From an optimization exercise on the open Yosys and OpenROAD flow, aimed at small area; shortcuts taken in it are not production practice.
Only simulation tests tie the RTL to the original design; equivalence was not proved.
Power figures rest on the tool's default switching activity, not on a simulated workload.

===== flow/run.sh =====
#!/bin/bash
# synth_recipe.tcl (not shown) runs the flow's synth.tcl, then flattens the netlist and writes it again
# the make line also repeats each setting of config.mk as NAME=value (left out here)
make -C /OpenROAD-flow-scripts/flow DESIGN_CONFIG=/design/flow/config.mk WORK_HOME=/design/flow/orfs CLKGATE_MAP_FILE= SYNTH_SCRIPT=/design/flow/synth_recipe.tcl finish

===== flow/config.mk =====
export PLATFORM = sky130hd
export DESIGN_NAME = relogio
export DESIGN_NICKNAME = relogio
export VERILOG_FILES = /design/flow/design.v
export SDC_FILE = /design/flow/constraint.sdc
export NUM_CORES = 4
export LEC_CHECK = 0
export CAP_MARGIN = 20
export CORE_MARGIN = 2
export CORE_UTILIZATION = 70
export CTS_BUF_LIST = sky130_fd_sc_hd__clkbuf_8
export SLEW_MARGIN = 20

===== flow/constraint.sdc =====
create_clock -name core_clock -period 10.0 [get_ports {clock}]
set_input_delay 2.0000 -clock core_clock [delete_from_list [all_inputs] [get_ports {clock}]]
set_output_delay 2.0000 -clock core_clock [all_outputs]
set_load 0.01 [all_outputs]

===== flow/design.v =====
module edge_detector
#(parameter DEBOUNCE = 130)
(
  input clock, reset, din,
  output reg rising
);
  reg        waiting;
  reg [16:0] contador;
  wire done = ~din & (contador > DEBOUNCE);
  always @(posedge clock or posedge reset)
  begin
    if (reset == 1'b1) begin
      rising  <= 1'b0;
      waiting <= 1'b0;
    end
    else begin
      rising  <= ~rising & ~waiting & din;
      waiting <= rising | (waiting & ~done);
    end
  end
  always @(posedge clock)
  begin
    if (rising)
      contador <= 17'd0;
    else
      contador <= contador + 17'd1;
  end
endmodule
module relogio
(
        input clock,
        input reset,
        input soma,
        input subtracao,
        input cont,
        input start,
        output [7:0] an,
        output [7:0] dec_cat
);
  wire soma_ed, subtracao_ed, cont_ed;
  edge_detector menosf (.clock(clock), .reset(reset), .din(subtracao), .rising(subtracao_ed));
  edge_detector maisf  (.clock(clock), .reset(reset), .din(soma),      .rising(soma_ed));
  edge_detector contf  (.clock(clock), .reset(reset), .din(cont),      .rising(cont_ed));
  reg [3:0] ph;
  reg [2:0] dig;
  reg [6:0] q;
  wire ph_end = ph[3] & ph[0];                     
  wire q_end  = &q[6:2];                           
  wire step   = ph_end;
  wire tick   = (ph == 4'd4) & (dig == 3'd4) & (q == 7'd62);
  always @(posedge clock or posedge reset)
  begin
    if (reset) begin
      ph  <= 4'd5;
      dig <= 3'd0;
      q   <= 7'd0;
    end
    else begin
      ph <= ph_end ? 4'd0 : ph + 4'd1;
      if (step) begin
        dig <= dig + 3'd1;
        if (dig == 3'd7)
          q <= q_end ? 7'd0 : q + 7'd1;
      end
    end
  end
  reg [1:0] EA;
  reg r1, ca;
  always @(posedge clock or posedge reset)
  begin
    if (reset) begin
      EA <= 2'd0;
      r1 <= 1'b0;
      ca <= 1'b0;
    end
    else begin
      r1 <= cont_ed;
      ca <= cont_ed | r1 | (EA != 2'd0);
      if (r1)
        EA <= EA + 2'd1;
    end
  end
  reg [11:0] bcnt;
  reg blink;
  wire bend = bcnt[11] & bcnt[8] & bcnt[7] & bcnt[6] & bcnt[1] & bcnt[0];  
  always @(posedge clock or posedge reset)
  begin
    if (reset) begin
      bcnt  <= 12'd0;
      blink <= 1'b0;
    end
    else if (bend | cont_ed) begin
      bcnt  <= 12'd0;
      blink <= ~blink;
    end
    else
      bcnt <= bcnt + 12'd1;
  end
  reg [4:0] ah, bh;
  reg [5:0] am, as, bm, bs;
  wire s_59 = (as == 6'd59);
  wire m_59 = (am == 6'd59);
  wire h_23 = (ah == 5'd23);
  wire sel_h = (EA == 2'd1) | ((EA == 2'd0) & s_59 & m_59);
  wire sel_m = (EA == 2'd2) | ((EA == 2'd0) & s_59 & ~m_59);
  wire [5:0] f = sel_h ? {1'b0, ah} : sel_m ? am : as;
  wire f_max = sel_h ? h_23 : sel_m ? m_59 : s_59;
  wire [5:0] f_inc = f + 6'd1;
  wire [5:0] f_dec = f - 6'd1;
  wire [5:0] is = sel_h | sel_m ? 6'd0 : f_inc;
  wire [5:0] im = sel_h ? 6'd0 : sel_m ? f_inc : am;
  wire [4:0] ih = sel_h ? (h_23 ? 5'd0 : f_inc[4:0]) : ah;
  always @(posedge clock or posedge reset)
  begin
    if (reset) begin
      {bh, bm, bs} <= 17'd0;
    end
    else if (tick) begin
      if (ca)
        {bh, bm, bs} <= {ah, am, as};
      else
        {bh, bm, bs} <= {ih, im, is};
    end
  end
  wire up = soma_ed;
  wire dn = subtracao_ed & ~soma_ed;
  wire [5:0] fn = (up & ~f_max) ? f_inc : (dn & (f != 6'd0)) ? f_dec : f;
  wire [4:0] nh = (EA == 2'd0) ? bh : (EA == 2'd1) ? fn[4:0] : ah;
  wire [5:0] nm = (EA == 2'd0) ? bm : (EA == 2'd2) ? fn : am;
  wire [5:0] ns = (EA == 2'd0) ? bs : (EA == 2'd3) ? fn : as;
  always @(posedge clock)
    {ah, am, as} <= {nh, nm, ns};
  reg [5:0] fsel;
  always @*
    case (dig[2:1])
      2'd0: fsel = as;
      2'd1: fsel = am;
      default: fsel = {1'b0, ah};
    endcase
  wire [2:0] ftens = (fsel >= 6'd50) ? 3'd5 : (fsel >= 6'd40) ? 3'd4 : (fsel >= 6'd30) ? 3'd3 :
                     (fsel >= 6'd20) ? 3'd2 : (fsel >= 6'd10) ? 3'd1 : 3'd0;
  wire [5:0] funits6 = fsel - ftens * 4'd10;
  wire [3:0] funits = funits6[3:0];
  reg [3:0] sel;
  reg lit;
  wire luz_h = blink | (EA != 2'd1);
  wire luz_m = blink | (EA != 2'd2);
  wire luz_s = blink | (EA != 2'd3);
  reg [3:0] dval;
  reg dlit;
  always @*
  begin
    case (dig)
      3'd0, 3'd2, 3'd4: dval = funits;
      3'd1, 3'd3, 3'd5: dval = {1'b0, ftens};
      3'd6: dval = 4'd0;
      default: dval = {2'b0, EA};
    endcase
    case (dig)
      3'd0, 3'd1: dlit = luz_s;
      3'd2, 3'd3: dlit = luz_m;
      3'd4, 3'd5: dlit = luz_h;
      3'd6: dlit = 1'b0;
      default: dlit = 1'b1;
    endcase
  end
  always @(posedge clock or posedge reset)
  begin
    if (reset) begin
      sel <= 4'd0;
      lit <= 1'b0;
    end
    else if (step) begin
      sel <= dval;
      lit <= dlit;
    end
  end
  wire [2:0] shown = dig - 3'd1;
  genvar gi;
  generate
    for (gi = 0; gi < 8; gi = gi + 1) begin : g_an
      assign an[gi] = ~(lit & (shown == gi));
    end
  endgenerate
  wire d3 = sel[3], d2 = sel[2], d1 = sel[1], d0 = sel[0];
  wire [6:0] seg;
  assign seg[6] = ~(d3 | d1 | (d2 & d0) | (~d2 & ~d0));
  assign seg[5] = ~(~d2 | ~(d1 ^ d0));
  assign seg[4] = ~(d2 | ~d1 | d0);
  assign seg[3] = ~(d3 | (~d2 & ~d0) | (d1 & ~d0) | (~d2 & d1) | (d2 & ~d1 & d0));
  assign seg[2] = ~((~d2 & ~d0) | (d1 & ~d0));
  assign seg[1] = ~(d3 | (~d1 & ~d0) | (d2 & ~d1) | (d2 & ~d0));
  assign seg[0] = ~(d3 | (d1 & ~d2) | (d2 & ~d1) | (d1 & ~d0));
  assign dec_cat = {seg, 1'b1};
endmodule

==> notes.md <==
## cells in the mapped netlist (all sizes together), types with 5 or more instances
cell type | number | area share, %
mux2 | 5 | 0.80
a22oi | 14 | 1.5
edfxtp | 17 | 7.3
clkbuf | 27 | 1.4
or4 | 6 | 0.70
a21oi | 31 | 2.2
xnor2 | 20 | 2.5
xor2 | 47 | 5.9
ha | 30 | 5.4
nand2 | 55 | 2.9
nand4 | 17 | 1.5
buf | 5 | 0.45
nand3 | 38 | 2.8
a31oi | 8 | 0.71
nor2 | 107 | 5.7
nor4 | 5 | 0.45
o31ai | 10 | 1.1
a21o | 14 | 1.5
dfrtp | 57 | 20
mux2i | 11 | 1.6
nand2b | 6 | 0.54
and3 | 12 | 1.1
o21ai | 27 | 1.9
or3 | 5 | 0.45
and4 | 8 | 1.0
and2 | 13 | 1.2
nor3 | 20 | 1.4
dfxtp | 51 | 15
inv | 33 | 1.8
nor2b | 12 | 1.1
## layer usage
layer | part of all wire, % | GRT usage, % | vias up
met5 | 0 | 0 | -
met4 | 3.2 | 13.2 | 0
met3 | 5.5 | 4.95 | 43
met2 | 48 | 45.1 | 164
met1 | 43 | 36.4 | 2750
li1 | - | - | 2735
## kinds of logic (layout without fill, tap and decap cells)
logic type      count (synthesis)  in the layout
compound gates                141            141
xor+xnor                       67             67
fa+ha+maj                      31             31
buf+inv                        66             88
flops                         127            127
mux                            16             16
other cells                     1              1
simple gates                  317            317
## area by class of cell
cell class                      instances  share of cell area (%)
Multi-Input combinational cell        573                    48.9
Sequential cell                       127                    39.4
Clock buffer                           20                    3.60
Timing Repair Buffer                   22                    2.79
Tap cell                              133                    2.18
Inverter                               34                    1.67
Clock inverter                         12                    1.39
## critical path, stage by stage (launching register included)
cell             delay [ns]
dfrtp_1                0.68
inv_1                  0.21
ha_1                   0.27
xnor2_1                0.29
nand3_1                0.14
clkdlybuf4s50_1        0.51
## power by group
part | total, mW | switching, mW | internal [mW]
clock | 0.428 | 0.193 | 0.235
combinational | 0.926 | 0.550 | 0.377
sequential | 0.842 | 0.167 | 0.675
total | 2.20 | 0.910 | 1.29
## flip-flops by register name, indices dropped and copies added, names as in the netlist, 5 cells and up
signal	cells
ah	5
as	6
bcnt	12
contf.contador	17
q	7
am	6
bs	6
maisf.contador	17
bh	5
bm	6
menosf.contador	17
## worst paths after layout
check,startpoint,end,cells past startpoint
max,dig[1]$_DFFE_PP0P_,an[3],5
min,contf.waiting$_DFF_PP0_,contf.rising$_DFF_PP0_,1
max reg2reg,EA[0]$_DFFE_PP0P_,am[1]$_DFFE_PP_,14
min reg2reg,contf.waiting$_DFF_PP0_,contf.rising$_DFF_PP0_,1
max in group asynchronous,reset,bs[3]$_DFFE_PP0P_,3
min in group asynchronous,reset,menosf.waiting$_DFF_PP0_,3
## through the flow
| step | hold WS (ns) | util [%] | instance area [um2] | power, mW |
|---|---|---|---|---|
| CTS | 0.433 | 78.5 | 7640 | 2.19 |
| global placement | 0.415 | 74.6 | 7250 | 1.70 |
| finish | 0.432 | 78.5 | 7640 | 2.20 |
| detailed placement | 0.423 | 74.6 | 7250 | 1.75 |
| floorplan | 0.408 | - | 7000 | 1.50 |
| global route | 0.453 | 78.5 | 7640 | 2.33 |
==> flow_metrics.env <==
export IMPL_status="no timing/DRC/antenna violations"
export IMPL_fp_dieW_um=104
export IMPL_fin_cells=921
export IMPL_synth_xor_area_share_pct=8.38
export IMPL_slew_violations=0
export IMPL_worst_setup_path_type="reg -> out"
export IMPL_ios=22
export IMPL_ys_seq_area_share_pct=43.0
export IMPL_drc=0
export IMPL_drt_pre_antenna_iters=7
export IMPL_hold_viol_final=0
export IMPL_die_height_um=104
export IMPL_synth_mux_area_share_pct=2.43
export IMPL_period_share_pct=45.4
export IMPL_grt_pass1_wl_um=24500
export IMPL_synth_nets=803
export IMPL_synthToLayoutAreaGrowth_pct=9.06
export IMPL_cts_tree="done"
export IMPL_rsz0062_at_grt="false"
export IMPL_yosysWarnings=2
export IMPL_clock_sinks=127
export IMPL_skew_ns=0.0157
export IMPL_dieArea_um2=10800
export IMPL_initial_core_util_pct=72.0
export IMPL_vias_per_cell=6.18
export IMPL_final_common_cell="nor2_1"
export IMPL_final_setup_worst_slack_ns=5.46
export IMPL_netlist_cell_type_count=71
export IMPL_fillers=663
export IMPL_ys_ff_latch=127
export IMPL_drive_gt1_share_pct=5.96
export IMPL_required_ns=8.00
export IMPL_synth_cells=766
export IMPL_startpoint_type="flop"
export IMPL_floorplan_rows=36
export IMPL_layout_nets=812
export IMPL_grt_max_degree=60
export IMPL_synth_fa_ha_area_share_pct=5.65
export IMPL_dr_total_vias=5692
export IMPL_clockBufferDepth=2
export IMPL_routed_wl_um=14800
export IMPL_synth_top_family_by_area="simple AND/OR/NAND/NOR gates"
export IMPL_holdCritPathClass="reg -> reg"
export IMPL_antenna_found_initial=0
export IMPL_cap_violations=0
export IMPL_cts_setup_buffers=0
export IMPL_fmax_mhz=220
export IMPL_place_ws_ns=5.93
export IMPL_ctsResizeCount=0
export IMPL_cp_end_kind="output pin"
export IMPL_first_iter_violations=366
export IMPL_worst_pin_slew_ns=1.08
export IMPL_antenna_cells=0
export IMPL_worst_ir_drop_vdd_mv=0.167
export IMPL_setup_tns_ns=0
export IMPL_final_seq_area_um2=3010
export IMPL_cts_inserted_buffers=17
export IMPL_multi_input_area_um2=3740
export IMPL_max_slew_margin_rel_pct=27.6
export IMPL_path_max_fanout=12
export IMPL_io_buffers=19
export IMPL_p_per_area_nw_per_um2=288
export IMPL_ctsHoldBuffers=0
export IMPL_ant_nets=0
export IMPL_arrival_ns=2.54
export IMPL_leakagePower_nw=3.28
export IMPL_synth_simple_area_share_pct=22.6
export IMPL_routedWlPerCell_um=16.1
export IMPL_synth_avg_cell_area_um2=9.14
export IMPL_path_clk_slew_ns=0.07
export IMPL_dp_hpwl_um=10100
export IMPL_clk_latency_ns=0.45
export IMPL_htreeDepth=4
export IMPL_syn_area_um2=7000
export IMPL_ys_flop_type="dfrtp_1"
export IMPL_synth_compound_area_share_pct=14.2
export IMPL_overflow=0
export IMPL_r2r_slack_ns=5.81
export IMPL_synth_edf_count=17
export IMPL_grt_pass1_vias=5309
export IMPL_placed_cells=889
export IMPL_gp_congestion=0.936
export IMPL_clock_root_buffer="clkbuf_8"
export IMPL_track_usage_pct=27.8
export IMPL_period_needed_ns=4.54
export IMPL_layout_common_cells="nor2_1, dfrtp_1, nand2_1, dfxtp_1, xor2_1"
export IMPL_synthArstFlopShare_pct=46.5
export IMPL_setup_viol=0
export IMPL_core_area_um2=9730

[what the ideal ports hide]
No port has a modelled driver above. Below, the same layout with a new extraction and two added sets of constraints. Step 1 (the two cells are an assumption about what drives the block):
set clk [get_ports {clock}]
set_driving_cell -lib_cell sky130_fd_sc_hd__clkbuf_16 $clk
set_driving_cell -lib_cell sky130_fd_sc_hd__buf_2 [delete_from_list [all_inputs] $clk]
Step 2, shift: input delay + t, output delay - t, t = (earliest + latest rising clock arrival at the registers) / 2. This alone moves slack from input paths to output paths. a / b / c = no drivers / after step 1 / after step 2; a / b = the first two.
shift t [ns]: 0.469
setup WS [ns]: 5.463 / 5.432 / 5.813
worst register clock-pin slew, ns: 0.08 / 0.08
worst data-port slew with drivers (ns): 0.03
cell pins on the clock port's net: 1
After both steps setup and hold are still met in this run. The setup slack of this run moves by -0.031 ns with the drivers and by +0.350 ns with both steps.
